From an optimization exercise on the open Yosys and OpenROAD flow, aimed at small area; shortcuts taken in it are not production practice.
Only simulation tests tie the RTL to the original design; equivalence was not proved.
The clock cells of runs 5 to 7 come from the design's own scripts or RTL, not from TritonCTS.
No driver is modelled on the clock port, so clock power and skew are understated where the tree is cut down; a real chip needs a root buffer or a tree.
Power figures rest on the tool's default switching activity, not on a simulated workload.

## config.mk

```make
export PLATFORM = sky130hd
export DESIGN_NAME = water_detection
export DESIGN_NICKNAME = water_detection
export VERILOG_FILES = /design/flow/design.v
export SDC_FILE = /design/flow/constraint.sdc
export NUM_CORES = 4
export LEC_CHECK = 0
export CAP_MARGIN = 20
export CORE_MARGIN = 2
export CORE_UTILIZATION = 40
export SLEW_MARGIN = 20
```

## constraint.sdc

```tcl
create_clock -name core_clock -period 10.0 [get_ports {clk}]
set_input_delay 2.0000 -clock core_clock [delete_from_list [all_inputs] [get_ports {clk}]]
set_output_delay 2.0000 -clock core_clock [all_outputs]
set_load 0.01 [all_outputs]
```

## design.v

```verilog
module debounce(
    input  clk,
    input  rst,
    input  key,
    output rise
);
    reg [3:0] cnt;
    reg flag;
    wire full = &cnt;
    wire inc = key & ~(full & flag);
    always @(posedge clk) begin
        if (rst) begin
            cnt  <= 4'd0;
            flag <= 1'b0;
        end else begin
            cnt  <= cnt + {3'd0, inc};
            flag <= key & (flag | full);
        end
    end
    assign rise = flag & (cnt == 4'd0);
endmodule
module water_detection(
    input wire clk,
    input wire rst,
    input btn7,
    input btn0,
    input [3:0] row_in,
    output [3:0] col,
    output [6:0] segment7,
    output [7:0] row,
    output [7:0] green_led,
    output [7:0] red_led,
    output [7:0] select,
    output beep,
    output dp
);
    reg [2:0] k;
    reg [1:0] m3;
    reg [2:0] r5;
    reg [4:0] q25;
    reg [2:0] j;
    wire r5_wrap = r5[2];                    
    wire q_wrap  = q25[4] & q25[3];          
    wire j_en    = r5_wrap & q_wrap;
    always @(posedge clk) begin
        if (rst) begin
            k   <= 3'd0;
            m3  <= 2'd0;
            r5  <= 3'd0;
            q25 <= 5'd0;
            j   <= 3'd0;
        end else begin
            k   <= k + 3'd1;
            m3  <= {m3[0], ~(m3[1] | m3[0])};
            r5  <= {r5[1] & r5[0], r5[1] ^ r5[0], ~(r5[2] | r5[0])};
            q25 <= q_wrap & r5_wrap ? 5'd0 : q25 + {4'd0, r5_wrap};
            j   <= j + {2'd0, j_en};
        end
    end
    wire [2:0] m = k - 3'd1;                 
    assign col = ~(4'b0001 << k[1:0]);
    assign select = {col[0], 4'b1111, col[3:1]};
    assign row = ~(8'b0000_0001 << m);
    wire rv = (row_in == 4'b1110) | (row_in == 4'b1101) |
              (row_in == 4'b1011) | (row_in == 4'b0111);
    wire [1:0] rix = {~(row_in[3] & row_in[2]), ~(row_in[3] & row_in[1])};
    reg [3:0] ku;                            
    always @(posedge clk) begin
        ku <= (rst | ~rv) ? 4'hf : {rix, k[1:0]};
    end
    wire valid = ~&ku;
    wire match = (kpre == ku);
    reg [3:0] kpre;                          
    reg [5:0] kcnt;                          
    reg [3:0] val;                           
    wire [5:0] kcnt_nx = {kcnt[4:0], ~(kcnt[5] ^ kcnt[4])};
    localparam [5:0] S60 = 6'd40;
    wire at60 = (kcnt == S60);
    wire acc = valid & match & at60;
    always @(posedge clk) begin
        if (rst) begin
            kcnt <= 6'd0;
            kpre <= 4'hf;
            val  <= 4'hf;
        end else begin
            if (valid) begin
                kcnt <= (match & ~at60) ? kcnt_nx : 6'd0;
                kpre <= ku;
            end
            if (~valid | acc) val <= ku;
        end
    end
    reg [11:0] number;                       
    always @(posedge clk) begin
        if (rst | (val == 4'b0010))
            number <= 12'hfff;
        else if (~(val[1] & val[0]))
            number <= {number[7:0], val};
    end
    wire b0_rise, b7_rise;
    debounce dbs0 (.clk(clk), .rst(rst), .key(btn0), .rise(b0_rise));
    debounce dbs7 (.clk(clk), .rst(rst), .key(btn7), .rise(b7_rise));
    reg mode;
    reg [1:0] anim;                          
    always @(posedge clk) begin
        if (rst) begin
            mode <= 1'b0;
            anim <= 2'd0;
        end else begin
            if (b0_rise) mode <= ~mode;
            if (b7_rise) anim <= {anim[0], ~(anim[1] | anim[0])};
        end
    end
    wire [3:0] a = number[11:8];
    wire [3:0] b = number[7:4];
    wire hi;
    wire [2:0] lo;
    assign hi = (b[1] & b[0]) | (a[0]) | (a[3] & ~a[2]) | (~a[3] & a[2]) | (a[1]) | (a[3] & ~b[3] & b[2]) | (a[2] & b[3] & ~b[2]) | (a[2] & ~b[3] & b[0]);
    assign lo[0] = (~b[3] & ~b[2] & b[0]) | (~b[3] & b[2] & ~b[1] & ~b[0]) | (~b[2] & b[1]) | (a[3] & ~b[0]);
    assign lo[1] = (~b[3] & b[0]) | (~b[3] & b[1]) | (a[3] & ~b[1] & ~b[0]);
    assign lo[2] = (a[3] & b[0]) | (a[3] & b[1]);
    wire [2:0] state = hi ? {2'b11, mode} : lo;
    wire s7 = hi & mode;
    reg [3:0] d;
    always @(*) begin
        case (k[1:0])
            2'd0: d = {2'b11, anim | {2{~s7}}};    
            2'd1: d = number[3:0];
            2'd2: d = number[7:4];
            default: d = number[11:8];
        endcase
    end
    assign dp = k[1] & ~k[0];
    wire [6:0] seg;
    assign seg[6] = (~d[3] & ~d[0]) | (d[1] & ~d[0]) | (d[3] & ~d[1] & d[0]) | (~d[3] & d[2]);
    assign seg[5] = (~d[1] & ~d[0]) | (d[2] & ~d[1]) | (d[2] & ~d[0]);
    assign seg[4] = (~d[0]) | (d[3] & ~d[2]) | (~d[3] & d[2]);
    assign seg[3] = (~d[3] & ~d[2] & ~d[0]) | (d[1] & ~d[0]) | (d[3] & ~d[2] & d[0]) | (d[2] & ~d[1] & d[0]);
    assign seg[2] = (~d[3] & ~d[2] & ~d[0]) | (~d[2] & d[1]) | (d[2] & ~d[1] & d[0]);
    assign seg[1] = (~d[2] & ~d[0]) | (d[3] & ~d[2]) | (~d[3] & d[2] & d[0]) | (~d[3] & d[1]);
    assign seg[0] = (d[0]) | (d[3] & ~d[2]) | (d[1]);
    assign segment7 = seg;
    reg frame;
    always @(*) begin
        if (state[0]) begin
            case (anim)
                2'd0: frame = j[2];
                2'd1: frame = j[1];
                default: frame = j[0];
            endcase
        end else begin
            frame = j[1];
        end
    end
    reg [3:0] p1, p2;
    always @(posedge clk) begin
        if (rst) begin
            p1 <= 4'b1100;               
            p2 <= 4'b1100;
        end else begin
            p1 <= {state, frame};
            p2 <= p1;
        end
    end
    wire [2:0] ps = p2[3:1];
    wire pf = p2[0];
    reg [7:0] rbyte;
    reg gbit;
    always @(*) begin
        gbit = 1'b0;
        rbyte = 8'h00;
        case (ps)
            3'd0: gbit = (m >= 3'd6);
            3'd1: begin gbit = (m >= 3'd5); rbyte = {8{gbit}}; end
            3'd2: begin gbit = (m >= 3'd4); rbyte = {8{gbit}}; end
            3'd3: begin gbit = (m >= 3'd3); rbyte = {8{gbit}}; end
            3'd4: rbyte = {8{m >= 3'd2}};
            3'd5: rbyte = {8{m >= 3'd1}};
            3'd6: rbyte = {8{pf}};
            default: begin
                case ({pf, m})
                    4'd0: rbyte = 8'h3f;
                    4'd1: rbyte = 8'h1e;
                    4'd2: rbyte = 8'hbf;
                    4'd3: rbyte = 8'he4;
                    4'd4: rbyte = 8'he4;
                    4'd5: rbyte = 8'hff;
                    4'd6: rbyte = 8'he4;
                    4'd7: rbyte = 8'ha4;
                    4'd8: rbyte = 8'h3f;
                    4'd9: rbyte = 8'h1e;
                    4'd10: rbyte = 8'hbf;
                    4'd11: rbyte = 8'hf1;
                    4'd12: rbyte = 8'hea;
                    4'd13: rbyte = 8'he4;
                    4'd14: rbyte = 8'hea;
                    default: rbyte = 8'hb1;
                endcase
            end
        endcase
    end
    assign red_led = rbyte;
    assign green_led = {8{gbit}};
    wire f3 = k[0] ^ m3[0];
    wire f6 = k[1] ^ m3[1] ^ (k[0] & ~m3[0]);
    wire f5 = r5[0] ^ k[0];
    reg bp;
    always @(*) begin
        case (state)
            3'd0: bp = 1'b0;
            3'd1: bp = f6;
            3'd2: bp = f5;
            3'd3: bp = k[2];
            3'd4: bp = f3;
            3'd5: bp = k[1];
            default: bp = k[0];
        endcase
    end
    assign beep = bp;
endmodule
```

## flow/run.sh

```bash
#!/bin/bash
# Standard ORFS layout, with the port buffers made of the smallest buffer
# cell and a smaller clock tree without dummy loads.
cp standard.sh standard_copy.log
export BUFFER_PORTS_ARGS="-buffer_cell sky130_fd_sc_hd__buf_1"
export CTS_ARGS="-sink_clustering_enable -repair_clock_nets -dont_use_dummy_load -buf_list sky130_fd_sc_hd__clkbuf_4 -sink_clustering_size 24 -sink_clustering_max_diameter 60"
bash standard.sh > standard.log 2>&1
```

## standard.sh

```bash
#!/bin/bash
# synth_recipe.tcl (not shown) runs the flow's synth.tcl, then flattens the netlist and writes it again
# the make line also repeats each setting of config.mk as NAME=value (left out here)
make -C /OpenROAD-flow-scripts/flow DESIGN_CONFIG=/design/flow/config.mk WORK_HOME=/design/flow/orfs CLKGATE_MAP_FILE= SYNTH_SCRIPT=/design/flow/synth_recipe.tcl "${@:-finish}"
```

==> results of run 1 <==
-- where the power goes --
part / switching, mW / total [mW] / internal [mW] / leakage [nW]
Clock: 0.0782 / 0.120 / 0.0418 / 0.0414
Sequential: 0.0197 / 0.301 / 0.281 / 0.547
Combinational: 0.0787 / 0.131 / 0.0526 / 0.883
Total: 0.177 / 0.552 / 0.376 / 1.47
-- cell usage in the layout, fill, tap and decap left out, types with 4 or more instances in the layout --
cell	Yosys	routed
a21oi_1	19	19
or2_2	4	4
nor2b_1	19	19
conb_1	1	4
xnor2_1	5	5
a211o_1	4	4
nor2_1	40	40
dfxtp_1	67	67
buf_1	0	47
nand2_1	48	48
nand2b_1	9	9
xor2_1	14	14
a31oi_1	7	7
nor3b_1	4	4
clkbuf_4	0	9
a22oi_1	6	6
nand3_1	18	18
ha_1	16	16
nor4_1	5	5
o21ai_0	22	22
inv_1	10	10
and2_1	7	7
-- through the flow --
stage               cell area (um^2)  hold WS [ns]  std cells  utilization [%]
floorplan                       3550         0.389        422                -
global placement                3650         0.394        545             42.3
detailed placement              3650         0.401        545             42.3
CTS                             3720         0.420        554             43.0
global route                    3720         0.437        554             43.0
finish                          3720         0.414        554             43.0
-- worst max-delay path by stage --
stage               start    endpoint  slack [ns]  cells after the start
floorplan            k[0]  red_led[3]        5.49                     11
global placement     k[0]  red_led[3]        5.26                      9
CTS                  k[0]  red_led[3]        4.67                      9
detailed placement   k[0]  red_led[3]        5.12                      9
global route         k[0]  red_led[1]        4.25                      9
finish               k[0]  red_led[3]        4.67                      9
-- final cells by class --
class                           count  area (um^2)  area share [%]
Multi-Input combinational cell    310         1940            52.3
Sequential cell                    67         1340            36.1
Timing Repair Buffer               49          189            5.08
Tap cell                          108          135            3.64
Clock buffer                        9         67.6            1.82
Inverter                           11         41.3            1.11
-- worst reg2reg max path, delay by kind of cell (launching register included) --
family | cells | cell delay [ns]
AND/OR/NAND/NOR | 1 | 0.43
flip-flops | 1 | 0.42
AO/OA/AOI/OAI | 4 | 1.14
-- logic make-up (layout without fill, tap and decap cells) --
family,after synthesis,in the layout,synth area share (%)
AO/OA/AOI/OAI,94,94,18.1
adder cells (fa/ha/maj),16,16,5.65
multiplexers,5,5,1.48
XOR/XNOR,20,20,5.16
buffers and inverters,45,69,7.59
flip-flops,67,67,37.9
other,1,4,0.106
AND/OR/NAND/NOR,171,171,24.1
-- flip-flops by register name (all words and copies together), names as in the netlist --
register   cells
kpre           4
dbs7.cnt       4
p1             4
dbs0.cnt       4
anim           2
q25            5
number        12
ku             4
m3             2
p2             4
dbs0.flag      1
val            4
k              3
j              3
mode           1
dbs7.flag      1
kcnt           6
r5             3
-- metal layers --
metal	vias up	GRT usage [%]	share of wire (%)
met2	63	25.1	45
met5	-	0	0
li1	1489	-	-
met4	0	4.81	1.1
met3	6	3.87	4.8
met1	1341	19.9	49
==> impl_metrics.yaml, run 1 <==
status:
  status: "finished clean"
drt:
  vias_per_cell: 5.23
  drt_wl_total_um: 7020
  wl_per_cell_um: 12.7
  ant_nets: 0
  dr.pass1.iters: 4
  drt_iter0_drc: 98
  vias: 2899
  drcViolationCount: 0
floorplan:
  start_util_pct: 41.0
  die-area_um2: 9620
  die_w_um: 98.1
  coreArea_um2: 8640
  num_io_pins: 53
  dieHeight_um: 98.1
  rows: 34
logic_synthesis:
  synthArstFlopShare_pct: 0
  synth.most_common_cell: "dfxtp_1"
  syn_inst: 419
  synth_area_leaders: "dfxtp_1 38%, ha_1 5.7%, nand2_1 5.1%"
  synthTopCellsByCount: "67 x dfxtp_1, 48 x nand2_1, 40 x nor2_1, 22 x o21ai_0"
  syn-cell-area_um2: 3540
  synth-edff-count: 0
  synth_top_area_cell: "dfxtp_1"
  synth.yosys.seq_area_share_pct: 37.9
  ys_warn_count: 2
  ys_ff_latch: 67
  synth_top_area_share_pct: 37.9
  synth-main-ff-cell: "dfxtp_1"
  synth.distinct_cells: 62
  syn_area_per_cell_um2: 8.45
hold_path:
  worstHoldPathType: "register to register"
  whs_endpoint: "m3[0]"
  hp-start: "m3[1]"
  hold_depth: 1
clock_tree:
  cts_setup_buffers: 0
  cts_buffer_depth: 2
  insertion_delay_ns: 0.41
  clk_pin_slew_worst_paths_ns: 0.10
  cts_tree: "done"
  cts-htree-levels: 3
  cts_root_buffer: "clkbuf_4"
  clock_sinks: 67
  cts_buffers: 9
  hold_buffers: 0
  ctsResizeCount: 0
layout:
  antenna_cells: 0
  drive_above_1_share_pct: 6.50
  area_delta_synth_final_pct: 4.95
  nets: 472
  fillers: 873
worst_setup_path:
  worstPathCellList: "inv_1, ha_1, xnor2_2, a21oi_1, o31ai_1, a21oi_1, a21oi_1, o21ai_0, buf_1"
  cpMostUsedCell: "a21oi_1"
  crit_path_end_kind: "output port"
  cp_top_family: "compound AO/OA/AOI/OAI gates"
  cp-start-kind: "register"
  critPathMaxFanout: 11
  cp_num_buf_inv: 2
  reg2reg_from: "number[7]"
  cp_data_arrival_time_ns: 3.33
  cp_slowest_cell: "dfxtp_1"
  r2r-end: "p1[0]"
  rr_worst_depth: 5
  worstPathRequired_ns: 8.00
  reg2reg_slack_ns: 7.99
  path_class: "register to output port"
  critical_path.max_stage_delay_ns: 0.55
place:
  pre_cts_ws_ns: 5.12
  io_buffers: 48
  gp_congestion: 0.876
  post-dp-hpwl_um: 5140
sta:
  setup_slack_ns: 4.67
  tns_ns: 0
  relSlewSlack_pct: 57.1
  fin_crit_sh_pct: 53.3
  tightest_slew_ns: 0.640
  finalSetupViolCount: 0
  fin_crit_ns: 5.33
  max_freq_ghz: 0.188
  rsz0062_at_grt: "no"
  finalHoldViolCount: 0
  finalClockSkew_ns: 0.0364
  maxSlewViolCount: 0
global_routing:
  grt_pass1_vias: 2709
  track_usage_pct: 15.3
  overflow: 0
  grt_max_degree: 53
  antenna_found_initial: 0
  grt_pass1_wl_um: 12300
power:
  p_total_mw: 0.552
  leakage_nw: 1.47
  ir_drop_mv: 0.0494
  p_per_area_nw_per_um2: 149
flow_run:
  drv_cap: 0
==> run 2, diff against run 1 <==
==> flow/run.sh (replaced) <==
#!/bin/bash
# Standard ORFS layout, with the port buffers made of the smallest buffer
# cell instead of the one buffer_ports picks by default.
cp standard.sh standard_copy.log
export BUFFER_PORTS_ARGS="-buffer_cell sky130_fd_sc_hd__buf_1"
bash standard.sh > standard.log 2>&1
==> run 2 against run 1 <==
  * Largest cell class unchanged
  * Die area unchanged
  * Register-to-register slack got worse by 0.04 ns
  * Final area rose by 3.6%
  * Sequential cell count is the same
  * Cell count up 1.3%
  * Worst setup slack improved by 0.052 ns
  * Critical endpoint unchanged
  * Highest routed layer unchanged
  * First-iteration DRC count up 19%
  * Count of clock-buffer cells in the layout stayed put
==> impl_metrics.yaml, run 2 <==
logic_synthesis:
  synthArstFlopShare_pct: 0
  synth_top_area_share_pct: 37.9
  synth.distinct_cells: 62
  synthTopCellsByCount: "67 x dfxtp_1, 48 x nand2_1, 40 x nor2_1, 22 x o21ai_0"
  synth-edff-count: 0
  synth-main-ff-cell: "dfxtp_1"
  synth_area_leaders: "dfxtp_1 38%, ha_1 5.7%, nand2_1 5.1%"
  syn_inst: 419
  synth.most_common_cell: "dfxtp_1"
  syn_area_per_cell_um2: 8.45
  synth.yosys.seq_area_share_pct: 37.9
  ys_ff_latch: 67
  syn-cell-area_um2: 3540
  ys_warn_count: 2
  synth_top_area_cell: "dfxtp_1"
clock_tree:
  cts_buffer_depth: 2
  cts_root_buffer: "clkbuf_8"
  ctsResizeCount: 0
  cts_setup_buffers: 0
  clock_sinks: 67
  cts-htree-levels: 3
  insertion_delay_ns: 0.36
  cts_buffers: 9
  cts_tree: "done"
  hold_buffers: 0
  clk_pin_slew_worst_paths_ns: 0.08
global_routing:
  antenna_found_initial: 0
  overflow: 0
  track_usage_pct: 15.8
  grt_pass1_wl_um: 12500
  grt_max_degree: 53
  grt_pass1_vias: 2724
sta:
  tightest_slew_ns: 0.644
  relSlewSlack_pct: 56.9
  max_freq_ghz: 0.190
  hold_ws_ns: 0.420
  finalClockSkew_ns: 0.0105
  fin_crit_sh_pct: 52.8
  finalHoldViolCount: 0
  maxSlewViolCount: 0
  rsz0062_at_grt: "no"
  fin_crit_ns: 5.28
  tns_ns: 0
  finalSetupViolCount: 0
worst_setup_path:
  reg2reg_slack_ns: 7.95
  r2r-end: "p1[0]"
  rr_worst_depth: 5
  cpMostUsedCell: "a21oi_1"
  worstPathCellList: "inv_1, ha_1, xnor2_2, a21oi_1, o31ai_1, a21oi_1, a21oi_1, o21ai_0, buf_1"
  cp_top_family: "compound AO/OA/AOI/OAI gates"
  cp-start-kind: "register"
  cp_num_buf_inv: 2
  cp_slowest_cell: "dfxtp_1"
  cp_data_arrival_time_ns: 3.28
  worstPathRequired_ns: 8.00
  path_class: "register to output port"
  critical_path.max_stage_delay_ns: 0.55
  reg2reg_from: "number[7]"
  critPathMaxFanout: 11
  crit_path_end_kind: "output port"
place:
  post-dp-hpwl_um: 5140
  gp_congestion: 0.876
  io_buffers: 48
  dpl.cell_count: 545
layout:
  area_delta_synth_final_pct: 8.69
  nets: 472
  final_util_pct: 44.6
  largest_reg_flops: 12
  antenna_cells: 0
  layout_commonest_cell: "dfxtp_1"
  biggestRegsByFlops: "number x12, kcnt x6, q25 x5"
  drive_above_1_share_pct: 7.95
  instances_no_fill: 561
  layout_common_cells: "67 x dfxtp_1, 48 x nand2_1, 47 x buf_1"
  largest-register: "number"
drt:
  vias_per_cell: 5.17
  ant_nets: 0
  routed.top_layer: "met4"
  dr.pass1.iters: 4
  met3WireLength_um: 308
  drt_wl_total_um: 7130
  drcViolationCount: 0
  wl_per_cell_um: 12.7
  drt_iter0_drc: 117
  wl_met2_um: 3130
  met1_length_um: 3550
  vias: 2900
flow_run:
  drv_cap: 0
status:
  status: "finished clean"
power:
  leakage_nw: 1.53
  ir_drop_mv: 0.0669
  p_per_area_nw_per_um2: 171
  p_total_mw: 0.659
floorplan:
  dieHeight_um: 98.1
  coreArea_um2: 8640
  die-area_um2: 9620
  start_util_pct: 41.0
  die_w_um: 98.1
  rows: 34
  num_io_pins: 53
hold_path:
  worstHoldPathType: "register to register"
  hp-start: "p1[2]"
  hold_depth: 1
  whs_endpoint: "p2[2]"
[run 2: cell count changes in the layout (fill, tap and decap cells not counted), sizes merged]
cell	change
bufinv	+1
clkinv	+2
clkinvlp	+2
inv	+2
[run 2: per-stage QoR]
step	setup slack, ns	area [um^2]
after global routing	4.32	3850
after CTS	4.73	3850
after global placement	5.26	3650
after detailed placement	5.12	3650
final	4.72	3850
after floorplan	5.49	3550
[run 2: cell type report]
type | instances | area, um^2
Fill cell | 862 | 4790
Multi-Input combinational cell | 310 | 1940
Sequential cell | 67 | 1340
Timing Repair Buffer | 49 | 189
Tap cell | 108 | 135
Clock buffer | 9 | 124
Clock inverter | 7 | 76.3
Inverter | 11 | 41.3
[run 2: worst reg2reg max path, stage by stage, from the launching register on]
cell and delay, ns:
dfxtp_1 0.41, or3_4 0.43, a311o_1 0.45, o21ai_0 0.37
a21oi_1 0.12, a211oi_1 0.20
[run 2: power by group]
| group | internal (mW) | switching [mW] |
|---|---|---|
| logic | 0.0526 | 0.0787 |
| clock network | 0.117 | 0.111 |
| registers | 0.281 | 0.0197 |
[run 2: worst max path at each step]
stage	from	end	slack [ns]	depth (start not counted)
3_5_place_dp	k[0]	red_led[3]	5.12	9
6_report	k[0]	red_led[3]	4.72	9
3_3_place_gp	k[0]	red_led[3]	5.26	9
4_1_cts	k[0]	red_led[3]	4.73	9
2_1_floorplan	k[0]	red_led[3]	5.49	11
5_1_grt	k[0]	red_led[1]	4.32	9
[run 2: layer usage]
| layer | GRT usage (%) | vias up |
|---|---|---|
| met5 | 0 | - |
| met4 | 7.69 | 0 |
| met3 | 3.65 | 10 |
| met2 | 25.2 | 64 |
| met1 | 20.1 | 1332 |
| li1 | - | 1494 |
[run 2: kinds of logic (layout without fill, tap and decap cells)]
logic type / Yosys count / in the layout / share of synthesized area (%)
other cells: 1 / 4 / 0.106
buf+inv: 45 / 76 / 7.59
fa+ha+maj: 16 / 16 / 5.65
simple gates: 171 / 171 / 24.1
mux: 5 / 5 / 1.48
xor+xnor: 20 / 20 / 5.16
compound gates: 94 / 94 / 18.1
flops: 67 / 67 / 37.9
==> run 3, diff against run 2 <==
==> flow/run.sh (replaced) <==
#!/bin/bash
# Own layout flow:
#  1. the standard synthesis, unchanged (standard.sh synth);
#  2. the combinational logic between the registers is re-optimised for
#     area by ABC (the flip-flop instances are kept as they are, as black
#     boxes, so every register keeps its name and cell);
#  3. the rest of the standard ORFS flow, with the port buffers made of the
#     smallest buffer cell.
# Every tool's output goes to a log file of its own in this folder.
set -euo pipefail
HERE=$(pwd)
RES=$HERE/orfs/results/$FLOW_PLATFORM/water_detection/base
LIB=$FLOW_HOME/platforms/$FLOW_PLATFORM/lib/sky130_fd_sc_hd__tt_025C_1v80.lib
YOSYS=$(command -v yosys || echo $FLOW_HOME/../tools/install/yosys/bin/yosys)
export BUFFER_PORTS_ARGS="-buffer_cell sky130_fd_sc_hd__buf_1"

bash standard.sh synth > 1_standard_synth.log 2>&1

cp $RES/1_2_yosys.v $HERE/1_2_yosys_standard.v
python3 flow/mkmodels.py $LIB $HERE/cell_models.v > mkmodels.log 2>&1
DONT_USE=$(sed -n 's/^export DONT_USE_CELLS *+\?= *//p' $FLOW_HOME/platforms/$FLOW_PLATFORM/config.mk | head -1)
cat > resyn.abc <<'EOA'
strash
&get -n
&deepsyn -T 20
&put
&get -n
&dch -f
&nf -R 1000
&put
topo
EOA
DU=""
for c in $(sed -n '/^export DONT_USE_CELLS/,/^$/p' $FLOW_HOME/platforms/$FLOW_PLATFORM/config.mk | tr -d '\\' | grep -o 'sky130_fd_sc_hd__[a-z0-9_]*'); do DU="$DU -dont_use $c"; done
cat > resyn.ys <<EOY
read_liberty -lib $LIB
read_verilog -overwrite $HERE/cell_models.v
read_verilog $HERE/1_2_yosys_standard.v
hierarchy -top $FLOW_TOP
flatten
opt -purge
techmap
opt -purge
abc -liberty $LIB -script $HERE/resyn.abc $DU
opt_clean -purge
hilomap -singleton -hicell sky130_fd_sc_hd__conb_1 HI -locell sky130_fd_sc_hd__conb_1 LO
splitnets
opt_clean -purge
tee -o $HERE/resyn_stat.txt stat -liberty $LIB
write_verilog -noattr -noexpr -nohex -nodec $HERE/1_2_yosys_resyn.v
EOY
$YOSYS -s resyn.ys > resyn_yosys.log 2>&1
cp $HERE/1_2_yosys_resyn.v $RES/1_2_yosys.v
rm -f $RES/1_synth.odb $RES/1_synth.sdc

bash standard.sh finish > standard_finish.log 2>&1
==> flow/mkmodels.py (new file) <==
# Writes Verilog models of the sky130hd combinational cells from the liberty
# 'function' attributes, so a mapped netlist can be re-optimised by ABC.
import re, sys
lib = open(sys.argv[1]).read()
out = []
for m in re.finditer(r'\n\s*cell\s*\(\s*"?(\w+)"?\s*\)\s*\{', lib):
    name = m.group(1)
    # find the body of the cell by brace matching
    i = m.end(); depth = 1
    while depth:
        c = lib[i]
        if c == '{': depth += 1
        elif c == '}': depth -= 1
        i += 1
    body = lib[m.end():i]
    if re.search(r'\b(ff|latch|statetable)\s*\(', body): continue
    pins = re.findall(r'\bpin\s*\(\s*"?(\w+)"?\s*\)\s*\{(.*?)\n\s*\}', body, re.S)
    ins = []; outs = []
    for pn, pb in pins:
        d = re.search(r'direction\s*:\s*"?(\w+)"?', pb)
        if not d: continue
        if d.group(1) == 'input': ins.append(pn)
        elif d.group(1) == 'output':
            f = re.search(r'function\s*:\s*"([^"]*)"', pb)
            if not f: break
            outs.append((pn, f.group(1)))
    else:
        if not outs: continue
        def conv(f):
            f = f.replace('!', '~').replace('+', '|').replace('*', '&').replace('^', '^')
            # implicit AND: "A B" -> "A & B"
            f = re.sub(r'(\w|\))\s+(?=[\w~(])', r'\1 & ', f)
            return f
        ports = ins + [o for o, _ in outs]
        s = 'module %s(%s);\n' % (name, ', '.join(ports))
        for p in ins: s += '  input %s;\n' % p
        for o, f in outs: s += '  output %s;\n  assign %s = %s;\n' % (o, o, conv(f))
        s += 'endmodule\n'
        out.append(s)
open(sys.argv[2], 'w').write('\n'.join(out))
==> run 3 against run 2 <==
  * Still clean on timing, DRC and antenna
  * Register-to-register slack improved by 0.13 ns
  * Maximum frequency grew 4.7%
  * Sequential share of layout area increased by 6.3 points
  * Global-route usage is 1.1 points higher
  * Final area down 15%
  * First-iteration DRC count grew 7.7%
  * Critical path depth grew 4
==> impl_metrics.yaml, run 3 <==
sta:
  tightest_slew_ns: 0.609
  fin_crit_ns: 5.04
  rsz0062_at_grt: "no"
  maxSlewViolCount: 0
  finalHoldViolCount: 0
  hold_ws_ns: 0.419
  max_freq_ghz: 0.198
  finalSetupViolCount: 0
  finalClockSkew_ns: 0.00905
  relSlewSlack_pct: 59.0
  tns_ns: 0
  fin_crit_sh_pct: 50.4
flow_run:
  drv_cap: 0
worst_setup_path:
  reg2reg_from: "number[4]"
  cp_num_cells: 13
  crit_path_end_kind: "output port"
  cp-start-kind: "register"
  path_class: "register to output port"
  worstPathRequired_ns: 8.00
  cp_num_buf_inv: 2
  cp-startpoint: "k[0]"
  cp_data_arrival_time_ns: 3.04
  worstPathCellList: "nor2_1, clkinv_1, o221ai_1, a21o_1, nor2_1, a21oi_1, a21oi_1, a31oi_1, a41o_1, nor2_1, o21a_1, or2_0, buf_1"
  r2r-end: "p1[0]"
  critical_path.max_stage_delay_ns: 0.43
  cp_top_family: "compound AO/OA/AOI/OAI gates"
  cp_slowest_cell: "dfxtp_1"
  critPathCapture: "red_led[5]"
  reg2reg_slack_ns: 8.08
  critPathMaxFanout: 14
  rr_worst_depth: 6
  cpMostUsedCell: "nor2_1"
drt:
  met1_length_um: 3020
  wl_per_cell_um: 13.0
  dr.pass1.iters: 4
  drt_iter0_drc: 126
  vias: 2487
  routed.top_layer: "met4"
  wl_met2_um: 2610
  vias_per_cell: 5.41
  drcViolationCount: 0
  ant_nets: 0
  drt_wl_total_um: 5980
  met3WireLength_um: 256
clock_tree:
  cts_buffers: 9
  cts-htree-levels: 3
  cts_setup_buffers: 0
  insertion_delay_ns: 0.34
  clk_pin_slew_worst_paths_ns: 0.06
  cts_tree: "done"
  clock_sinks: 67
  hold_buffers: 0
  cts_buffer_depth: 2
  ctsResizeCount: 0
  cts_root_buffer: "clkbuf_8"
layout:
  final_area_um2: 3260
  area_delta_synth_final_pct: 18.2
  multi_input_area_um2: 1400
  layout_common_cells: "67 x dfxtp_1, 48 x buf_1, 40 x nor2_1"
  drive_above_1_share_pct: 4.21
  largest_reg_flops: 12
  nets: 383
  largest-register: "number"
  instances_no_fill: 460
  fillers: 666
  biggestRegsByFlops: "number x12, kcnt x6, q25 x5"
  antenna_cells: 0
  seqCellArea_um2: 1340
  layout_commonest_cell: "dfxtp_1"
logic_synthesis:
  syn_area_per_cell_um2: 8.84
  ys_warn_count: 2
  syn-cell-area_um2: 2760
  syn_inst: 312
place:
  gp_congestion: 0.846
  post-dp-hpwl_um: 4240
  dpl.cell_count: 444
  placed_area_um2: 3060
  io_buffers: 48
status:
  status: "finished clean"
power:
  p_per_area_nw_per_um2: 166
  ir_drop_mv: 0.0695
  leakage_nw: 1.18
floorplan:
  dieHeight_um: 87.1
  die-area_um2: 7580
  start_util_pct: 41.1
  rows: 30
  coreArea_um2: 6720
  die_w_um: 87.1
  num_io_pins: 53
global_routing:
  grt_max_degree: 29
  antenna_found_initial: 0
  grt_pass1_wl_um: 10200
  grt_pass1_vias: 2247
  track_usage_pct: 16.9
  overflow: 0
hold_path:
  worstHoldPathType: "register to register"
## run 3: final cells by class
| type | count | area share (%) |
|---|---|---|
| multi-input combinational | 241 | 43.0 |
| sequential | 67 | 41.1 |
| timing repair buffer | 49 | 5.75 |
| clock buffer | 12 | 4.76 |
| tap | 80 | 3.07 |
| clock inverter | 4 | 1.50 |
| inverter | 7 | 0.806 |
## run 3: worst min-delay path by stage
stage	from	endpoint	slack (ns)	cells past startpoint
after floorplan	p1[2]	p2[2]	0.39	1
after global placement	p1[3]	p2[3]	0.40	1
after detailed placement	p1[3]	p2[3]	0.40	1
after CTS	p1[3]	p2[3]	0.42	1
after global routing	p1[3]	p2[3]	0.45	1
final	p1[3]	p2[3]	0.42	1
## run 3: where the power goes
part	total (mW)	switching (mW)	internal (mW)
Clock	0.228	0.0991	0.128
Combinational	0.0334	0.0221	0.0113
Sequential	0.280	0.00713	0.273
## run 3: routing by layer
metal  track usage, %  vias to the layer above
met1             22.0                     1135
met2             26.8                       62
met5                0                        -
met3             4.36                        8
li1                 -                     1282
met4             6.39                        0
## run 3: stage by stage
step	total power, mW	setup WS [ns]	utilization (%)
6_report	0.541	4.96	48.5
5_1_grt	0.564	4.63	48.5
4_1_cts	0.548	4.96	48.5
3_5_place_dp	0.319	5.35	45.5
3_3_place_gp	0.319	5.50	45.5
2_1_floorplan	0.306	5.60	-
## run 3: worst register-to-register path: stages (launching register included)
cell and delay [ns]:
dfxtp_1 0.38, a211oi_1 0.25, o21ai_0 0.11, a21oi_1 0.42, mux2_1 0.42, a21oi_1 0.14
a311oi_1 0.06
==> run 4, diff against run 3 <==
--- a/design.v
+++ b/design.v
@@ -65,22 +65,26 @@
               (row_in == 4'b1011) | (row_in == 4'b0111);
     wire [1:0] rix = {~(row_in[3] & row_in[2]), ~(row_in[3] & row_in[1])};
-    reg [3:0] ku;                            
-    always @(posedge clk) begin
-        ku <= (rst | ~rv) ? 4'hf : {rix, k[1:0]};
-    end
-    wire valid = ~&ku;
-    wire match = (kpre == ku);
+    reg       ku_v;
+    reg [1:0] ku_r;
+    always @(posedge clk) begin
+        ku_v <= ~rst & rv;
+        ku_r <= rix;
+    end
+    wire [1:0] km1 = k[1:0] - 2'd1;
+    wire [3:0] ku = {ku_r, km1};
+    wire valid = ku_v & ~&ku;
     reg [3:0] kpre;                          
     reg [5:0] kcnt;                          
-    reg [3:0] val;                           
+    wire match = (kpre == ku);
     wire [5:0] kcnt_nx = {kcnt[4:0], ~(kcnt[5] ^ kcnt[4])};
     localparam [5:0] S60 = 6'd40;
     wire at60 = (kcnt == S60);
     wire acc = valid & match & at60;
+    reg [1:0] vt;
     always @(posedge clk) begin
         if (rst) begin
             kcnt <= 6'd0;
             kpre <= 4'hf;
-            val  <= 4'hf;
+            vt   <= 2'd0;
         end else begin
             if (valid) begin
@@ -88,13 +92,18 @@
                 kpre <= ku;
             end
-            if (~valid | acc) val <= ku;
+            if (~valid)
+                vt <= 2'd0;
+            else if (acc)
+                vt <= (ku == 4'b0010) ? 2'd1 : (ku[1] & ku[0]) ? 2'd0 : 2'd2;
+            else if (vt == 2'd2)
+                vt <= 2'd3;
         end
     end
     reg [11:0] number;                       
     always @(posedge clk) begin
-        if (rst | (val == 4'b0010))
+        if (rst | (vt == 2'd1))
             number <= 12'hfff;
-        else if (~(val[1] & val[0]))
-            number <= {number[7:0], val};
+        else if (vt[1])
+            number <= {number[7:0], vt[0] ? number[3:0] : kpre};
     end
     wire b0_rise, b7_rise;
--- a/flow/run.sh
+++ b/flow/run.sh
@@ -14,4 +14,5 @@
 YOSYS=$(command -v yosys || echo $FLOW_HOME/../tools/install/yosys/bin/yosys)
 export BUFFER_PORTS_ARGS="-buffer_cell sky130_fd_sc_hd__buf_1"
+export CTS_ARGS="${CTS_ARGS_OVERRIDE:--sink_clustering_enable -repair_clock_nets -dont_use_dummy_load -root_buf sky130_fd_sc_hd__clkbuf_8 -buf_list sky130_fd_sc_hd__clkbuf_4}"
 
 bash standard.sh synth > 1_standard_synth.log 2>&1
@@ -19,5 +20,4 @@
 cp $RES/1_2_yosys.v $HERE/1_2_yosys_standard.v
 python3 flow/mkmodels.py $LIB $HERE/cell_models.v > mkmodels.log 2>&1
-DONT_USE=$(sed -n 's/^export DONT_USE_CELLS *+\?= *//p' $FLOW_HOME/platforms/$FLOW_PLATFORM/config.mk | head -1)
 cat > resyn.abc <<'EOA'
 strash
==> run 4 against run 3 <==
  * Still clean
  * Sequential cell count fell by 3
  * Worst hold slack got worse by 0.0068 ns
  * Clock power fell by 28%
  * Synthesized cell count decreased by 2.2%
  * Cell count fell by 3.7%
==> impl_metrics.yaml, run 4 <==
status:
  status: "finished clean"
sta:
  relSlewSlack_pct: 58.9
  max_freq_ghz: 0.212
  finalHoldViolCount: 0
  tightest_slew_ns: 0.612
  tns_ns: 0
  finalSetupViolCount: 0
  rsz0062_at_grt: "no"
  fin_crit_sh_pct: 47.3
  hold_ws_ns: 0.412
  setup_slack_ns: 5.27
  finalClockSkew_ns: 0.00875
  fin_crit_ns: 4.73
  maxSlewViolCount: 0
drt:
  drcViolationCount: 0
  dr.pass1.iters: 4
  drt_wl_total_um: 5980
  ant_nets: 0
  vias_per_cell: 5.51
  wl_per_cell_um: 13.5
  vias: 2440
  drt_iter0_drc: 102
hold_path:
  whs_endpoint: "p2[3]"
  worstHoldPathType: "register to register"
  hp-start: "p1[3]"
  hold_depth: 1
clock_tree:
  cts-htree-levels: 3
  cts_tree: "done"
  cts_buffers: 9
  clk_pin_slew_worst_paths_ns: 0.06
  insertion_delay_ns: 0.34
  cts_setup_buffers: 0
  clock_sinks: 64
  ctsResizeCount: 0
  hold_buffers: 0
  cts_buffer_depth: 2
  cts_root_buffer: "clkbuf_8"
worst_setup_path:
  rr_worst_depth: 8
  worstPathRequired_ns: 8.00
  reg2reg_from: "k[0]"
  cp_data_arrival_time_ns: 2.73
  r2r-end: "vt[1]"
  worstPathCellList: "and2_0, clkinv_1, o221ai_1, nand2_1, a21o_1, nand2_1, nand2_1, a21oi_1, buf_1"
  cp_slowest_cell: "dfxtp_1"
  cp-start-kind: "register"
  path_class: "register to output port"
  crit_path_end_kind: "output port"
  cp_num_buf_inv: 2
  critical_path.max_stage_delay_ns: 0.47
  cpMostUsedCell: "nand2_1"
  reg2reg_slack_ns: 7.98
  cp_top_family: "compound AO/OA/AOI/OAI gates"
  critPathMaxFanout: 8
floorplan:
  die-area_um2: 7320
  rows: 29
  start_util_pct: 41.7
  dieHeight_um: 85.6
  coreArea_um2: 6390
  die_w_um: 85.6
  num_io_pins: 53
logic_synthesis:
  syn_inst: 305
  ys_warn_count: 2
  syn_area_per_cell_um2: 8.73
  syn-cell-area_um2: 2660
power:
  ir_drop_mv: 0.0715
  p_per_area_nw_per_um2: 150
  leakage_nw: 1.07
  p_total_mw: 0.463
place:
  dpl.cell_count: 434
  pre_cts_ws_ns: 5.66
  placed_area_um2: 2960
  post-dp-hpwl_um: 4250
  gp_congestion: 0.835
  io_buffers: 48
layout:
  final_util_pct: 48.3
  largest_reg_flops: 12
  layout_commonest_cell: "dfxtp_1"
  nets: 376
  area_delta_synth_final_pct: 15.7
  final_area_um2: 3080
  largest-register: "number"
  biggestRegsByFlops: "number x12, kcnt x6, q25 x5"
  layout_common_cells: "64 x dfxtp_1, 48 x buf_1, 41 x nor2_1"
  drive_above_1_share_pct: 2.73
  antenna_cells: 0
  instances_no_fill: 443
flow_run:
  drv_cap: 0
global_routing:
  grt_pass1_vias: 2080
  track_usage_pct: 17.5
  grt_pass1_wl_um: 10000
  antenna_found_initial: 0
  grt_max_degree: 29
  overflow: 0
[run 4: worst max path at each step]
| stage | startpoint | endpoint | slack (ns) | cells past startpoint |
|---|---|---|---|---|
| 6_report | k[0] | segment7[3] | 5.27 | 9 |
| 4_1_cts | k[0] | segment7[3] | 5.28 | 9 |
| 3_3_place_gp | k[0] | segment7[1] | 5.72 | 7 |
| 5_1_grt | k[0] | segment7[3] | 4.99 | 9 |
| 2_1_floorplan | k[1] | green_led[0] | 5.23 | 4 |
| 3_5_place_dp | k[0] | segment7[3] | 5.66 | 9 |
[run 4: layout make-up]
type                            instances  area, um^2
Clock buffer                            9         124
Tap cell                               77        96.3
Sequential cell                        64        1280
Timing Repair Buffer                   49         188
Multi-Input combinational cell        233        1350
Fill cell                             627        3300
Inverter                               11        41.3
[run 4: where the power goes]
group / internal (mW) / switching, mW / leakage [nW]
clock network: 0.0799 / 0.0836 / 0.0647
registers: 0.260 / 0.00543 / 0.520
logic: 0.0114 / 0.0221 / 0.484
total: 0.351 / 0.111 / 1.07
[run 4: routing by layer]
layer  track usage, %  wire length (um)  up-vias
met2             25.9              2480       94
met3             3.46               389       13
li1                 -                 -     1233
met5                0                 0        -
met1             23.6              2980     1100
met4             10.1               137        0
[run 4: worst reg2reg max path, delay by kind of cell (launching register included)]
family          cells  cell delay, ns
simple gates        6            1.33
flops               1            0.38
xor+xnor            1            0.18
compound gates      1            0.08
==> run 5, diff against run 4 <==
--- a/flow/run.sh
+++ b/flow/run.sh
@@ -14,5 +14,6 @@
 YOSYS=$(command -v yosys || echo $FLOW_HOME/../tools/install/yosys/bin/yosys)
 export BUFFER_PORTS_ARGS="-buffer_cell sky130_fd_sc_hd__buf_1"
-export CTS_ARGS="${CTS_ARGS_OVERRIDE:--sink_clustering_enable -repair_clock_nets -dont_use_dummy_load -root_buf sky130_fd_sc_hd__clkbuf_8 -buf_list sky130_fd_sc_hd__clkbuf_4}"
+export PRE_CTS_TCL=$HERE/flow/cts_pre.tcl
+export MANUAL_CTS_DIR=$HERE/flow
 
 bash standard.sh synth > 1_standard_synth.log 2>&1
==> flow/cts_pre.tcl (new file) <==
# PRE_CTS hook: build the clock tree by hand (flow/manual_cts.tcl) and turn
# the clock_tree_synthesis call that follows in cts.tcl into a no-op.
source $::env(MANUAL_CTS_DIR)/manual_cts.tcl
manual_clock_tree sky130_fd_sc_hd__clkbuf_8 2
proc clock_tree_synthesis { args } {
  puts "clock_tree_synthesis skipped: clock tree built by manual_clock_tree"
}
set_propagated_clock [all_clocks]
==> flow/manual_cts.tcl (new file) <==
# Clock distribution without TritonCTS: the flip-flops are split into
# 2^levels equal groups by recursive bisection of their positions, and each
# group gets one clock buffer at its centre, driven from the clock port.
proc mcts_split { sinks levels axis } {
  if { $levels == 0 } { return [list $sinks] }
  set idx [expr { $axis == 0 ? 1 : 2 }]
  set s [lsort -integer -index $idx $sinks]
  set h [expr { [llength $s] / 2 }]
  set a [lrange $s 0 [expr { $h - 1 }]]
  set b [lrange $s $h end]
  return [concat [mcts_split $a [expr { $levels - 1 }] [expr { 1 - $axis }]] \
                 [mcts_split $b [expr { $levels - 1 }] [expr { 1 - $axis }]]]
}
proc manual_clock_tree { cell levels } {
  set db [ord::get_db]
  set block [[$db getChip] getBlock]
  set clknet [[$block findBTerm clk] getNet]
  set master [$db findMaster $cell]
  set sinks {}
  foreach it [$clknet getITerms] {
    set inst [$it getInst]
    set box [$inst getBBox]
    set x [expr { ([$box xMin] + [$box xMax]) / 2 }]
    set y [expr { ([$box yMin] + [$box yMax]) / 2 }]
    lappend sinks [list $it $x $y]
  }
  set xspan [expr { [lindex [lsort -integer -index 1 $sinks] end 1] - [lindex [lsort -integer -index 1 $sinks] 0 1] }]
  set yspan [expr { [lindex [lsort -integer -index 2 $sinks] end 2] - [lindex [lsort -integer -index 2 $sinks] 0 2] }]
  set groups [mcts_split $sinks $levels [expr { $xspan >= $yspan ? 0 : 1 }]]
  set c 0
  foreach g $groups {
    set buf [odb::dbInst_create $block $master clkbuf_leaf_$c]
    set net [odb::dbNet_create $block clknet_leaf_$c]
    $net setSigType CLOCK
    set sx 0; set sy 0
    foreach s $g {
      set it [lindex $s 0]
      $it disconnect
      $it connect $net
      set sx [expr { $sx + [lindex $s 1] }]
      set sy [expr { $sy + [lindex $s 2] }]
    }
    set n [llength $g]
    [$buf findITerm A] connect $clknet
    [$buf findITerm X] connect $net
    $buf setLocation [expr { $sx / $n }] [expr { $sy / $n }]
    $buf setPlacementStatus PLACED
    puts "manual_clock_tree: clkbuf_leaf_$c ($cell) drives $n clock pins"
    incr c
  }
}
==> run 5 against run 4 <==
  * Sequential power about the same
  * Register-to-register slack got worse by 0.05 ns
  * Die area unchanged
  * Core utilization is 1.1 points lower
  * Worst setup slack gained 0.15 ns
  * Area after synthesis unchanged
  * Critical path type unchanged
==> impl_metrics.yaml, run 5 <==
status:
  status: "finished clean"
worst_setup_path:
  rr_worst_depth: 8
  worstPathRequired_ns: 8.00
  critical_path.max_stage_delay_ns: 0.49
  path_class: "register to output port"
  critPathMaxFanout: 8
  cp_top_family: "compound AO/OA/AOI/OAI gates"
  crit_path_end_kind: "output port"
  cp_slowest_cell: "dfxtp_1"
  cpMostUsedCell: "nand2_1"
  worstPathCellList: "and2_0, clkinv_1, o221ai_1, nand2_1, a21o_1, nand2_1, nand2_1, a21oi_1, buf_1"
  cp-start-kind: "register"
  cp_data_arrival_time_ns: 2.57
  reg2reg_from: "k[0]"
  reg2reg_slack_ns: 7.93
  cp_num_buf_inv: 2
  r2r-end: "vt[1]"
  cp_num_cells: 9
clock_tree:
  hold_buffers: 0
  insertion_delay_ns: 0.15
  ctsResizeCount: 0
  cts_setup_buffers: 0
  clk_pin_slew_worst_paths_ns: 0.09
place:
  placed_area_um2: 2960
  io_buffers: 48
  gp_congestion: 0.835
  dpl.cell_count: 434
  post-dp-hpwl_um: 4250
layout:
  layout_common_cells: "64 x dfxtp_1, 48 x buf_1, 41 x nor2_1"
  antenna_cells: 0
  largest-register: "number"
  drive_above_1_share_pct: 1.39
  biggestRegsByFlops: "number x12, kcnt x6, q25 x5"
  nets: 371
  layout_commonest_cell: "dfxtp_1"
  largest_reg_flops: 12
  area_delta_synth_final_pct: 13.2
  final_util_pct: 47.2
  final_area_um2: 3010
  instances_no_fill: 438
global_routing:
  grt_pass1_wl_um: 9740
  grt_pass1_vias: 2063
  antenna_found_initial: 0
  grt_max_degree: 29
  overflow: 0
  track_usage_pct: 15.6
power:
  ir_drop_mv: 0.0592
  p_per_area_nw_per_um2: 132
  leakage_nw: 1.03
sta:
  tns_ns: 0
  max_freq_ghz: 0.219
  rsz0062_at_grt: "no"
  fin_crit_sh_pct: 45.7
  tightest_slew_ns: 0.628
  finalHoldViolCount: 0
  finalClockSkew_ns: 0.00439
  fin_crit_ns: 4.57
  maxSlewViolCount: 0
  relSlewSlack_pct: 57.8
  finalSetupViolCount: 0
hold_path:
  hp-start: "p1[3]"
  whs_endpoint: "p2[3]"
  hold_depth: 1
  worstHoldPathType: "register to register"
floorplan:
  die-area_um2: 7320
  coreArea_um2: 6390
  dieHeight_um: 85.6
  start_util_pct: 41.7
  die_w_um: 85.6
  num_io_pins: 53
  rows: 29
logic_synthesis:
  ys_warn_count: 2
  syn_area_per_cell_um2: 8.73
  syn-cell-area_um2: 2660
  syn_inst: 305
drt:
  vias_per_cell: 5.47
  drt_wl_total_um: 5880
  ant_nets: 0
  drcViolationCount: 0
  vias: 2397
  wl_per_cell_um: 13.4
  dr.pass1.iters: 6
  drt_iter0_drc: 104
flow_run:
  drv_cap: 0
## run 5: worst register-to-register path, stage by stage, from the launching register on
cell and delay (ns):
dfxtp_1 0.40, nor2_1 0.52, nor2_1 0.17, xor2_1 0.17, nand4_1 0.13, or2_0 0.28
nor2_1 0.17, a22oi_1 0.08, nor2_1 0.09
## run 5: worst max-delay path by stage
| stage | endpoint | startpoint |
|---|---|---|
| finish | segment7[3] | k[0] |
| global route | segment7[3] | k[0] |
| CTS | segment7[3] | k[0] |
| detailed placement | segment7[3] | k[0] |
| global placement | segment7[1] | k[0] |
| floorplan | green_led[0] | k[1] |
## run 5: cell type report
type / instances / area (um^2)
timing repair buffer: 49 / 188
multi-input combinational: 233 / 1350
fill: 630 / 3370
buffer: 4 / 55.1
inverter: 11 / 41.3
sequential: 64 / 1280
tap: 77 / 96.3
## run 5: report_power, final
part | leakage (nW) | switching, mW | internal, mW
sequential | 0.520 | 0.00536 | 0.260
clock | 0.0288 | 0.0631 | 0.0371
combinational | 0.484 | 0.0221 | 0.0114
## run 5: through the flow
stage / power, mW / setup slack, ns / hold slack, ns
2_1_floorplan: 0.292 / 5.23 / 0.391
3_3_place_gp: 0.304 / 5.72 / 0.395
3_5_place_dp: 0.305 / 5.66 / 0.404
4_1_cts: 0.403 / 5.45 / 0.427
5_1_grt: 0.417 / 5.16 / 0.445
6_report: 0.399 / 5.43 / 0.422
## run 5: per-layer routing
| layer | track usage (%) | vias to the layer above | part of all wire, % |
|---|---|---|---|
| met5 | 0 | - | 0 |
| met4 | 1.88 | 0 | 1.5 |
| met3 | 1.54 | 7 | 6.1 |
| met2 | 25.9 | 72 | 42 |
| met1 | 22.6 | 1093 | 50 |
| li1 | - | 1225 | - |
==> run 6, diff against run 5 <==
--- a/flow/run.sh
+++ b/flow/run.sh
@@ -6,5 +6,6 @@
 #     boxes, so every register keeps its name and cell);
 #  3. the rest of the standard ORFS flow, with the port buffers made of the
-#     smallest buffer cell.
+#     smallest buffer cell, one tie cell for the constant outputs, and a
+#     clock tree of four buffers built by flow/manual_cts.tcl.
 # Every tool's output goes to a log file of its own in this folder.
 set -euo pipefail
@@ -16,4 +17,5 @@
 export PRE_CTS_TCL=$HERE/flow/cts_pre.tcl
 export MANUAL_CTS_DIR=$HERE/flow
+export SKIP_REPAIR_TIE_FANOUT=1
 
 bash standard.sh synth > 1_standard_synth.log 2>&1
@@ -21,8 +23,14 @@
 cp $RES/1_2_yosys.v $HERE/1_2_yosys_standard.v
 python3 flow/mkmodels.py $LIB $HERE/cell_models.v > mkmodels.log 2>&1
-cat > resyn.abc <<'EOA'
+DU=""
+for c in $(sed -n '/^export DONT_USE_CELLS/,/^$/p' $FLOW_HOME/platforms/$FLOW_PLATFORM/config.mk | tr -d '\\' | grep -o 'sky130_fd_sc_hd__[a-z0-9_]*'); do DU="$DU -dont_use $c"; done
+# ABC's deepsyn is randomised; run it with several seeds and keep the
+# smallest result.
+resyn() {
+  local S=$1
+  cat > resyn_s$S.abc <<EOA
 strash
 &get -n
-&deepsyn -T 20
+&deepsyn -T 20 -S $S
 &put
 &get -n
@@ -32,7 +40,5 @@
 topo
 EOA
-DU=""
-for c in $(sed -n '/^export DONT_USE_CELLS/,/^$/p' $FLOW_HOME/platforms/$FLOW_PLATFORM/config.mk | tr -d '\\' | grep -o 'sky130_fd_sc_hd__[a-z0-9_]*'); do DU="$DU -dont_use $c"; done
-cat > resyn.ys <<EOY
+  cat > resyn_s$S.ys <<EOY
 read_liberty -lib $LIB
 read_verilog -overwrite $HERE/cell_models.v
@@ -43,13 +49,26 @@
 techmap
 opt -purge
-abc -liberty $LIB -script $HERE/resyn.abc $DU
+abc -liberty $LIB -script $HERE/resyn_s$S.abc $DU
 opt_clean -purge
 hilomap -singleton -hicell sky130_fd_sc_hd__conb_1 HI -locell sky130_fd_sc_hd__conb_1 LO
 splitnets
 opt_clean -purge
-tee -o $HERE/resyn_stat.txt stat -liberty $LIB
-write_verilog -noattr -noexpr -nohex -nodec $HERE/1_2_yosys_resyn.v
+tee -o $HERE/resyn_s$S.stat stat -liberty $LIB
+write_verilog -noattr -noexpr -nohex -nodec $HERE/1_2_yosys_resyn_s$S.v
 EOY
-$YOSYS -s resyn.ys > resyn_yosys.log 2>&1
+  $YOSYS -s resyn_s$S.ys > resyn_s$S.log 2>&1
+}
+for batch in "0 1 2 3" "4 5 6 7"; do
+  for S in $batch; do resyn $S & done
+  wait
+done
+BEST=$(for S in 0 1 2 3 4 5 6 7; do
+  if [[ -f resyn_s$S.stat ]]; then
+    echo "$(grep 'Chip area' resyn_s$S.stat | awk '{print $NF}') $S"
+  fi
+done | sort -g | head -1 | awk '{print $2}')
+echo "best seed $BEST" > resyn_best.log
+cat resyn_s*.stat | grep "Chip area" >> resyn_best.log
+cp $HERE/1_2_yosys_resyn_s$BEST.v $HERE/1_2_yosys_resyn.v
 cp $HERE/1_2_yosys_resyn.v $RES/1_2_yosys.v
 rm -f $RES/1_synth.odb $RES/1_synth.sdc
==> run 6 against run 5 <==
  * Highest routed layer unchanged
  * Largest cell class unchanged
  * Maximum frequency up 0.41%
  * Combinational power about the same
  * Clock skew up 0.0041 ns
  * Final area down 0.37%
  * Critical path type unchanged
  * Wire length down 0.65%
  * Sequential power about the same
  * Via count down 1.2%
==> impl_metrics.yaml, run 6 <==
global_routing:
  antenna_found_initial: 0
  grt_pass1_vias: 2074
  overflow: 0
  track_usage_pct: 15.6
  grt_pass1_wl_um: 9710
  grt_max_degree: 29
power:
  leakage_nw: 1.02
  p_per_area_nw_per_um2: 133
  ir_drop_mv: 0.0873
floorplan:
  num_io_pins: 53
  die_w_um: 85.6
  die-area_um2: 7320
  dieHeight_um: 85.6
  coreArea_um2: 6390
  start_util_pct: 41.7
  rows: 29
drt:
  ant_nets: 0
  drt_wl_total_um: 5840
  drt_iter0_drc: 138
  dr.pass1.iters: 4
  wl_per_cell_um: 13.4
  vias_per_cell: 5.45
  drcViolationCount: 0
  vias: 2369
sta:
  hold_ws_ns: 0.414
  rsz0062_at_grt: "no"
  tightest_slew_ns: 0.671
  relSlewSlack_pct: 54.9
  fin_crit_ns: 4.56
  max_freq_ghz: 0.220
  maxSlewViolCount: 0
  tns_ns: 0
  finalClockSkew_ns: 0.00849
  finalHoldViolCount: 0
  finalSetupViolCount: 0
  fin_crit_sh_pct: 45.6
worst_setup_path:
  cp_slowest_cell: "nor3b_1"
  cp_data_arrival_time_ns: 2.56
  worstPathRequired_ns: 8.00
  path_class: "register to output port"
  cp-start-kind: "register"
  critPathMaxFanout: 8
  crit_path_end_kind: "output port"
  critical_path.max_stage_delay_ns: 0.50
  worstPathCellList: "and2_0, clkinv_1, o22a_1, o21ai_0, nor3b_1, a21oi_1, buf_1"
  cp_num_buf_inv: 2
  cp_top_family: "simple AND/OR/NAND/NOR gates"
layout:
  layout_common_cells: "64 x dfxtp_1, 48 x buf_1, 41 x nor2_1"
  largest-register: "number"
  area_delta_synth_final_pct: 12.7
  layout_commonest_cell: "dfxtp_1"
  fillers: 620
  multi_input_area_um2: 1340
  antenna_cells: 0
  largest_reg_flops: 12
  nets: 368
  seqCellArea_um2: 1280
  biggestRegsByFlops: "number x12, kcnt x6, q25 x5"
  drive_above_1_share_pct: 1.40
logic_synthesis:
  ys_warn_count: 2
  syn_inst: 305
  syn-cell-area_um2: 2660
  syn_area_per_cell_um2: 8.73
clock_tree:
  insertion_delay_ns: 0.16
  ctsResizeCount: 0
  clk_pin_slew_worst_paths_ns: 0.10
  hold_buffers: 0
  cts_setup_buffers: 0
place:
  io_buffers: 48
  gp_congestion: 0.931
  post-dp-hpwl_um: 4220
status:
  status: "finished clean"
hold_path:
  worstHoldPathType: "register to register"
flow_run:
  drv_cap: 0
==> run 6: routing by layer <==
layer  share of wire (%)  wire, um  up-vias  track usage [%]
met5                   0         0        -                0
met4                 1.0        59        0             1.15
met3                 4.7       275        6             1.35
met2                  44      2560       62             26.8
met1                  50      2940     1084             22.3
li1                    -         -     1217                -
==> run 6: power breakdown <==
group / switching [mW] / total [mW] / internal [mW] / leakage, nW
Clock: 0.0633 / 0.100 / 0.0371 / 0.0288
Sequential: 0.00551 / 0.265 / 0.260 / 0.520
Combinational: 0.0221 / 0.0335 / 0.0114 / 0.474
Total: 0.0909 / 0.399 / 0.308 / 1.02
==> run 6: final timing paths <==
check        startpoint     endpoint  slack (ns)  cells after the start
max                k[0]  segment7[1]        5.44                      7
min               p1[2]        p2[2]        0.41                      1
max reg2reg        k[0]        vt[1]        7.97                      8
min reg2reg       p1[2]        p2[2]        0.41                      1
==> run 6: layout make-up <==
cell class / instances / share of cell area (%)
Buffer: 4 / 1.83
Timing Repair Buffer: 49 / 6.25
Multi-Input combinational cell: 230 / 44.6
Sequential cell: 64 / 42.7
Inverter: 11 / 1.38
Tap cell: 77 / 3.21
==> run 6: worst register-to-register path, stage by stage (launching register included) <==
cell     delay, ns
dfxtp_1       0.40
nor2_1        0.52
nor2_1        0.17
xor2_1        0.18
nand4_1       0.12
or2_0         0.27
nor2_1        0.15
a22oi_1       0.08
nor2_1        0.08
==> run 6: through the flow <==
step                cell area (um^2)  setup WS [ns]  util, %  power [mW]  cells
finish                          3000           5.44     47.0       0.399    435
global route                    3000           5.12     47.0       0.419    435
CTS                             3000           5.45     47.0       0.403    435
detailed placement              2950           5.66     46.1       0.305    431
global placement                2950           5.73     46.1       0.304    431
floorplan                       2660           5.23        -       0.292    305
==> run 7, diff against run 6 <==
--- a/flow/run.sh
+++ b/flow/run.sh
@@ -59,9 +59,9 @@
   $YOSYS -s resyn_s$S.ys > resyn_s$S.log 2>&1
 }
-for batch in "0 1 2 3" "4 5 6 7"; do
+for batch in "0 1 2 3" "4 5 6 7" "8 9 10 11" "12 13 14 15"; do
   for S in $batch; do resyn $S & done
   wait
 done
-BEST=$(for S in 0 1 2 3 4 5 6 7; do
+BEST=$(for S in $(seq 0 15); do
   if [[ -f resyn_s$S.stat ]]; then
     echo "$(grep 'Chip area' resyn_s$S.stat | awk '{print $NF}') $S"
==> run 7 against run 6 <==
  * Sequential share of layout area barely moved
  * Maximum frequency rose by 0.74%
  * Highest routed layer unchanged
  * Area after synthesis barely moved
  * Still clean
  * Critical endpoint is now red_led[0]
  * Wire length fell by 1.3%
  * Register-to-register slack got worse by 0.26 ns
  * Worst setup slack improved by 0.033 ns
  * Core utilization barely moved
  * Power rose by 0.36%
==> impl_metrics.yaml, run 7 <==
status:
  status: "finished clean"
logic_synthesis:
  ys_warn_count: 2
  syn-cell-area_um2: 2660
  syn_inst: 299
  syn_area_per_cell_um2: 8.90
layout:
  largest-register: "number"
  nets: 362
  biggestRegsByFlops: "number x12, kcnt x6, q25 x5"
  layout_common_cells: "64 x dfxtp_1, 48 x buf_1, 33 x nor2_1"
  antenna_cells: 0
  largest_reg_flops: 12
  area_delta_synth_final_pct: 12.7
  drive_above_1_share_pct: 1.42
  final_util_pct: 47.0
  layout_commonest_cell: "dfxtp_1"
floorplan:
  coreArea_um2: 6390
  dieHeight_um: 85.6
  die_w_um: 85.6
  die-area_um2: 7320
  num_io_pins: 53
  start_util_pct: 41.7
  rows: 29
sta:
  relSlewSlack_pct: 66.1
  max_freq_ghz: 0.221
  tns_ns: 0
  tightest_slew_ns: 0.508
  finalHoldViolCount: 0
  finalSetupViolCount: 0
  fin_crit_sh_pct: 45.2
  finalClockSkew_ns: 0.0101
  maxSlewViolCount: 0
  rsz0062_at_grt: "no"
  fin_crit_ns: 4.52
worst_setup_path:
  reg2reg_slack_ns: 7.71
  cp_num_buf_inv: 2
  reg2reg_from: "k[0]"
  path_class: "register to output port"
  rr_worst_depth: 9
  cp-start-kind: "register"
  crit_path_end_kind: "output port"
  cp_data_arrival_time_ns: 2.52
  critPathCapture: "red_led[0]"
  r2r-end: "vt[1]"
  critPathMaxFanout: 12
  cp_num_cells: 10
  worstPathCellList: "nor2_1, clkinv_1, o221ai_1, a21o_1, o21ai_0, o21ai_0, and2_0, a31oi_1, nor2b_1, buf_1"
  cp_slowest_cell: "dfxtp_1"
  cp_top_family: "compound AO/OA/AOI/OAI gates"
  cp-startpoint: "k[0]"
  worstPathRequired_ns: 8.00
  cpMostUsedCell: "o21ai_0"
  critical_path.max_stage_delay_ns: 0.57
global_routing:
  track_usage_pct: 15.4
  antenna_found_initial: 0
  grt_pass1_vias: 2161
  grt_pass1_wl_um: 9760
  overflow: 0
  grt_max_degree: 29
clock_tree:
  hold_buffers: 0
  insertion_delay_ns: 0.16
  clk_pin_slew_worst_paths_ns: 0.10
  ctsResizeCount: 0
  cts_setup_buffers: 0
drt:
  vias: 2355
  drcViolationCount: 0
  vias_per_cell: 5.49
  ant_nets: 0
  drt_iter0_drc: 118
  drt_wl_total_um: 5760
  dr.pass1.iters: 4
  wl_per_cell_um: 13.4
place:
  io_buffers: 48
  post-dp-hpwl_um: 4280
  gp_congestion: 0.786
power:
  leakage_nw: 1.03
  p_per_area_nw_per_um2: 133
  ir_drop_mv: 0.115
hold_path:
  worstHoldPathType: "register to register"
  hold_depth: 1
flow_run:
  drv_cap: 0
## run 7: changes by cell type in the layout (fill, tap and decap cells not counted), moves of 3 or more
cell	delta
nor2_1	-8
a211oi_1	-3
nand2_1	-3
nor2b_1	+3
## run 7: worst min-delay path by stage
stage	start	to
2_1_floorplan	p1[2]	p2[2]
3_3_place_gp	p1[2]	p2[2]
3_5_place_dp	p1[2]	p2[2]
4_1_cts	p1[2]	p2[2]
5_1_grt	p1[2]	p2[2]
6_report	p1[2]	p2[2]
## run 7: metal layers
layer	global-route usage [%]	up-vias	routed length [um]
met4	2.45	0	63
met3	2.21	6	198
met5	0	-	0
met2	27.1	20	2790
li1	-	1212	-
met1	20.4	1117	2720
## run 7: cell type report
type / instances / area, um^2
buffer: 4 / 55.1
fill: 616 / 3390
inverter: 9 / 33.8
multi-input combinational: 226 / 1350
sequential: 64 / 1280
tap: 77 / 96.3
timing repair buffer: 49 / 188
## run 7: through the flow
step	worst slack, ns	cell area [um^2]	power [mW]	cells	hold WS, ns
floorplan	5.54	2660	0.293	299	0.391
global placement	5.78	2950	0.307	425	0.416
detailed placement	5.67	2950	0.307	425	0.420
CTS	5.49	3000	0.404	429	0.442
global route	5.20	3000	0.420	429	0.460
finish	5.48	3000	0.400	429	0.429
## run 7: where the power goes
group / leakage, nW / switching (mW) / internal [mW] / total [mW]
logic: 0.485 / 0.0231 / 0.0117 / 0.0348
registers: 0.520 / 0.00631 / 0.260 / 0.266
clock network: 0.0288 / 0.0623 / 0.0371 / 0.0994
total: 1.03 / 0.0917 / 0.309 / 0.400

what the ideal ports hide:
The flow's constraints put no driver on any port. The routed layouts listed below were extracted and timed again, unchanged, in two steps. Step 1 (the two cells are an assumption about what drives the block):
set clk [get_ports {clk}]
set_driving_cell -lib_cell sky130_fd_sc_hd__clkbuf_16 $clk
set_driving_cell -lib_cell sky130_fd_sc_hd__buf_2 [delete_from_list [all_inputs] $clk]
Step 2 also shifts input and output timing later by t, the mid clock arrival at the registers, as if the neighbouring blocks saw the same clock. Three values: ideal, step 1, step 2; two values: the first two.
run	t (ns)	setup slack, ns	worst hold slack (ns)	latest minus earliest clock arrival (ns)	worst register clock-pin slew, ns
run 1	0.415	4.671 / 4.643 / 5.059	0.414 / 0.414 / 0.414	0.043 / 0.043	0.12 / 0.12
run 2	0.382	4.723 / 4.693 / 5.075	0.420 / 0.420 / 0.420	0.011 / 0.011	0.08 / 0.08
run 3	0.359	4.962 / 4.935 / 5.294	0.419 / 0.419 / 0.419	0.009 / 0.010	0.07 / 0.07
run 4	0.358	5.275 / 5.246 / 5.604	0.412 / 0.412 / 0.412	0.016 / 0.016	0.07 / 0.07
run 5	0.209	5.426 / 5.369 / 5.578	0.422 / 0.422 / 0.422	0.005 / 0.005	0.10 / 0.10
run 6	0.210	5.445 / 5.387 / 5.597	0.414 / 0.414 / 0.414	0.009 / 0.009	0.10 / 0.10
run 7	0.213	5.478 / 5.416 / 5.629	0.429 / 0.429 / 0.429	0.011 / 0.010	0.10 / 0.10
After both steps setup and hold are still met in every run listed.
